This is an optimization exercise on Yosys and OpenROAD, whose aim is small area, not a production implementation.
The RTL was checked by simulation tests, not by an equivalence proof against the original design.

== before ==
==> module enduro_video, before the edit <==
module enduro_video(iRST_n,
                    iVGA_CLK,
                    show_cars,
                    car_user_x,
                    car2_x,
                    car2_y,
                    car3_x,
                    car3_y,
                    oBLANK_n,
                    oHS,
                    oVS,
                    b_data,
                    g_data,
                    r_data);
input iRST_n;
input iVGA_CLK;
input show_cars;
input [9:0] car_user_x;
input [9:0] car2_x;
input [9:0] car2_y;
input [9:0] car3_x;
input [9:0] car3_y;
output oBLANK_n;
output reg oHS;
output reg oVS;
output [7:0] b_data;
output [7:0] g_data;
output [7:0] r_data;
function [9:0] dec10(input [9:0] a, input bin);
  integer i;
  reg b;
  begin
    b = bin;
    for (i = 0; i < 10; i = i + 1) begin
      dec10[i] = a[i] ^ b;
      b = b & ~a[i];
    end
  end
endfunction
reg [9:0] XN;
reg [9:0] YN;
wire x_wrap = (~XN[0] & ~XN[1] & ~XN[2] & ~XN[3] & ~XN[4] & ~XN[8] & ~XN[9]);      
wire x_h0 = (~XN[0] & ~XN[1] & ~XN[2] & ~XN[3] & XN[4] & XN[5] & XN[6] & ~XN[7] & ~XN[9]);          
wire x_eol = (XN[0] & ~XN[1] & ~XN[2] & ~XN[3] & XN[4] & XN[5] & XN[6] & ~XN[7] & ~XN[9]);        
wire x_hs = (~XN[4] & ~XN[5] & ~XN[6]) | (XN[4] & XN[5] & XN[6]) | (XN[7]) | (XN[9]);          
wire x_blank = (~XN[8] & XN[9]) | (~XN[7] & XN[9]) | (~XN[5] & XN[7]) | (~XN[6] & XN[7]) | (~XN[1] & XN[7] & XN[8]) | (~XN[4] & XN[7] & XN[8]) | (~XN[0] & XN[7] & XN[8]) | (XN[7] & XN[8] & ~XN[9]) | (~XN[3] & XN[9]) | (~XN[2] & XN[9]) | (XN[0] & XN[1] & XN[2] & XN[3] & XN[4] & XN[5] & XN[6] & ~XN[7]);    
wire y_wrap = (~YN[2] & ~YN[3] & ~YN[9]);      
wire y_vs = (~YN[4]) | (YN[3]) | (YN[5]) | (YN[6]) | (YN[7]) | (YN[8]) | (YN[0] & ~YN[1]) | (YN[1] & YN[2]) | (~YN[0] & ~YN[2]);          
wire y_blank = (YN[8] & YN[9]) | (YN[7] & ~YN[8]) | (YN[6] & ~YN[8]) | (YN[5] & ~YN[8]);    
always @(posedge iVGA_CLK, negedge iRST_n)
  if (!iRST_n) begin
    XN <= ~10'd655;
    YN <= ~10'd491;
  end else begin
    XN <= dec10(XN, 1'b1) | {10{x_wrap}};
    YN <= dec10(YN, x_eol) | {10{x_eol & y_wrap}};
  end
always @(posedge iVGA_CLK, negedge iRST_n)
  if (!iRST_n) begin
    oHS <= 1'b0;
    oVS <= 1'b0;
  end else begin
    oHS <= x_h0 ? oHS : x_hs;
    oVS <= x_h0 ? oVS : y_vs;
  end
assign oBLANK_n = x_blank & y_blank;
reg [2:0] r5;
reg band;
wire r_step = x_eol & ~YN[0];           
wire r_wrap = r_step & r5[2];           
wire r_clr = r_wrap | (x_eol & y_wrap);
reg [2:0] rinc;
reg rc;
integer k;
always @(*) begin
  rc = r_step;
  for (k = 0; k < 3; k = k + 1) begin
    rinc[k] = r5[k] ^ rc;
    rc = rc & r5[k];
  end
end
always @(posedge iVGA_CLK) begin
  r5 <= rinc & {3{~r_clr}};
  band <= (band ^ r_wrap) & ~(x_eol & y_wrap);
end
wire [2:0] code;
enduro_color color (.XN(XN), .YN(YN[8:0]), .band(band), .show_cars(show_cars),
                    .car_user_x(car_user_x), .car2_x(car2_x), .car2_y(car2_y),
                    .car3_x(car3_x), .car3_y(car3_y), .code(code));
reg [2:0] c;
always @(posedge iVGA_CLK)
  c <= code;
wire r_hi = c[2];
wire r_lo = c[2] | (c[0] & ~c[1]);
wire g7 = c[1] & c[0];
wire g6 = c[1] | c[0];
wire g5 = c[1];
wire g4 = c[1] | (c[0] & ~c[2]);
wire g2 = c[0];
assign r_data = {r_hi, r_lo, r_hi, r_lo, r_hi, r_lo, r_hi, r_lo};
assign g_data = {g7, g6, g5, g4, g5, g2, g5, g6};
assign b_data = {g5, g4, g5, g4, g5, g4, g5, g4};
endmodule
==> flow/config.mk <==
export PLATFORM = sky130hd
export DESIGN_NAME = enduro_video
export DESIGN_NICKNAME = enduro_video
export VERILOG_FILES = /design/flow/design.v
export SDC_FILE = /design/flow/constraint.sdc
export NUM_CORES = 4
export LEC_CHECK = 0
export CAP_MARGIN = 20
export CORE_MARGIN = 2
export CORE_UTILIZATION = 60
export SLEW_MARGIN = 20
==> flow/constraint.sdc <==
create_clock -name core_clock -period 15.0 [get_ports {iVGA_CLK}]
set_input_delay 3.0000 -clock core_clock [delete_from_list [all_inputs] [get_ports {iVGA_CLK}]]
set_output_delay 3.0000 -clock core_clock [all_outputs]
set_load 0.01 [all_outputs]
standard.sh (not shown) runs the stock make flow with config.mk's settings and CLKGATE_MAP_FILE= SYNTH_SCRIPT=/design/flow/synth_recipe.tcl, a recipe that flattens the netlist after the stock synthesis.
==> flow/flow/run.sh <==
#!/bin/bash
# Own layout flow: the standard flow (standard.sh) with two changes:
#  - synthesis maps the logic with the area-oriented ABC script flow/abc.script
#    (everything else in ORFS's synthesis, and the standard flow's wrapper around it, is unchanged,
#    so the registers keep the standard synthesis's names and cell types);
#  - the port buffers that global placement inserts are sky130_fd_sc_hd__buf_1;
#  - clock tree synthesis builds its tree from sky130_fd_sc_hd__clkbuf_8 and adds
#    no dummy loads.
# Each tool's output goes to a log file here; ORFS's own logs are under orfs/logs.
set -euo pipefail
W=$PWD
# ORFS's synth.tcl, with its abc call given our script
sed 's|^\( *\)log_cmd abc {\*}$abc_args|\1set abc_args [lreplace $abc_args 1 1 '"$W"'/flow/abc.script]\n\1log_cmd abc {*}$abc_args|' \
  "$FLOW_HOME/scripts/synth.tcl" > "$W/own_synth.tcl"
grep -q "flow/abc.script" "$W/own_synth.tcl"
sed "s|\$::env(SCRIPTS_DIR)/synth.tcl|$W/own_synth.tcl|" synth_recipe.tcl > own_synth_recipe.tcl
grep -q "own_synth.tcl" own_synth_recipe.tcl
sed "s|SYNTH_SCRIPT=[^ ]*|SYNTH_SCRIPT=$W/own_synth_recipe.tcl|" standard.sh > own_standard.sh
grep -q "own_synth_recipe.tcl" own_standard.sh
export BUFFER_PORTS_ARGS="-buffer_cell sky130_fd_sc_hd__buf_1"
export CTS_ARGS="-sink_clustering_enable -repair_clock_nets -buf_list sky130_fd_sc_hd__clkbuf_8 -dont_use_dummy_load"
bash own_standard.sh synth > synth.log 2>&1
bash own_standard.sh > layout.log 2>&1
==> flow/flow/abc.script <==
strash
&get -n
&fraig -x
&put
scorr
dc2
strash
&get -n
&dch -f
&nf -R 1000
&put
before: all stages complete, timing, DRC and antenna checks passed
Here is what was changed in the inputs of after compared with before.
--- a/flow/design.v
+++ b/flow/design.v
@@ -64,24 +64,23 @@
     oVS <= x_h0 ? oVS : y_vs;
   end
 assign oBLANK_n = x_blank & y_blank;
-reg [2:0] r5;
+reg [3:0] rmod;
 reg band;
-wire r_step = x_eol & ~YN[0];           
-wire r_wrap = r_step & r5[2];           
-wire r_clr = r_wrap | (x_eol & y_wrap);
-reg [2:0] rinc;
+wire r9 = rmod[3] & rmod[0];
+wire rclr = x_eol & (y_wrap | r9);
+reg [3:0] rinc;
 reg rc;
 integer k;
 always @(*) begin
-  rc = r_step;
-  for (k = 0; k < 3; k = k + 1) begin
-    rinc[k] = r5[k] ^ rc;
-    rc = rc & r5[k];
+  rc = x_eol;
+  for (k = 0; k < 4; k = k + 1) begin
+    rinc[k] = rmod[k] ^ rc;
+    rc = rc & rmod[k];
   end
 end
 always @(posedge iVGA_CLK) begin
-  r5 <= rinc & {3{~r_clr}};
-  band <= (band ^ r_wrap) & ~(x_eol & y_wrap);
+  rmod <= rinc & {4{~rclr}};
+  band <= (band ^ (x_eol & r9)) & ~(x_eol & y_wrap);
 end
 wire [2:0] code;
 enduro_color color (.XN(XN), .YN(YN[8:0]), .band(band), .show_cars(show_cars),
Notes after the runs:
Clock skew down 0.0038 ns in after wrt before
Diff after and before: depth of the critical timing path with buffers and inverters included lower in before
Compared with before, after shows a die area that is about 2% higher.
Between after and before, it is after whose chip width is higher, by about 1%.
Diff before -> after | starting utilization of the core area | increase of 0.52 points
after ends up with a global routing met3 resource utilization that is 0.92 points lower than in before.
Total via count after detailed routing ended up 117 higher on after than on before.
The run with more setup slack is after; before has less.
Minimum period implied by the final worst setup slack on after is ahead of before.
For after, the start point of the critical path was car_user_x[0], unlike before, where it was car2_x[0].
Going from before to after, worst relative slew slack went up by 0.97 points, clock net sink count rose by about 3.4%, maximum fanout along the worst path +8, sequential share of layout area has increased.

## re-timing with driven ports
The results above use ideal ports. As a check the final layouts listed here were re-extracted and re-timed, cells and wires unchanged.
Step 1 assumes that a clkbuf_16 drives the clock port and a buf_2 every other input.
Step 2 times the ports against the registers' clock, not the clock port: input delays grow and output delays shrink by t, the midpoint of the rising clock arrivals with the driver on.
Three values: ideal ports, drivers, drivers and shift; two values: the first two.
| run | t, ns | setup slack, ns | worst setup path after step 2 | clock arrival spread, ns | pins driven straight from the clock port |
|---|---|---|---|---|---|
| before | 0.314 | 5.113 / 5.122 / 4.809 | input to register | 0.011 / 0.011 | 1 |
| after | 0.305 | 5.306 / 5.310 / 5.005 | input to register | 0.008 / 0.008 | 1 |
After both steps setup and hold are still met in every run listed. The setup slack of before, which loses most, moves by +0.009 ns with the drivers and by -0.304 ns with both steps.
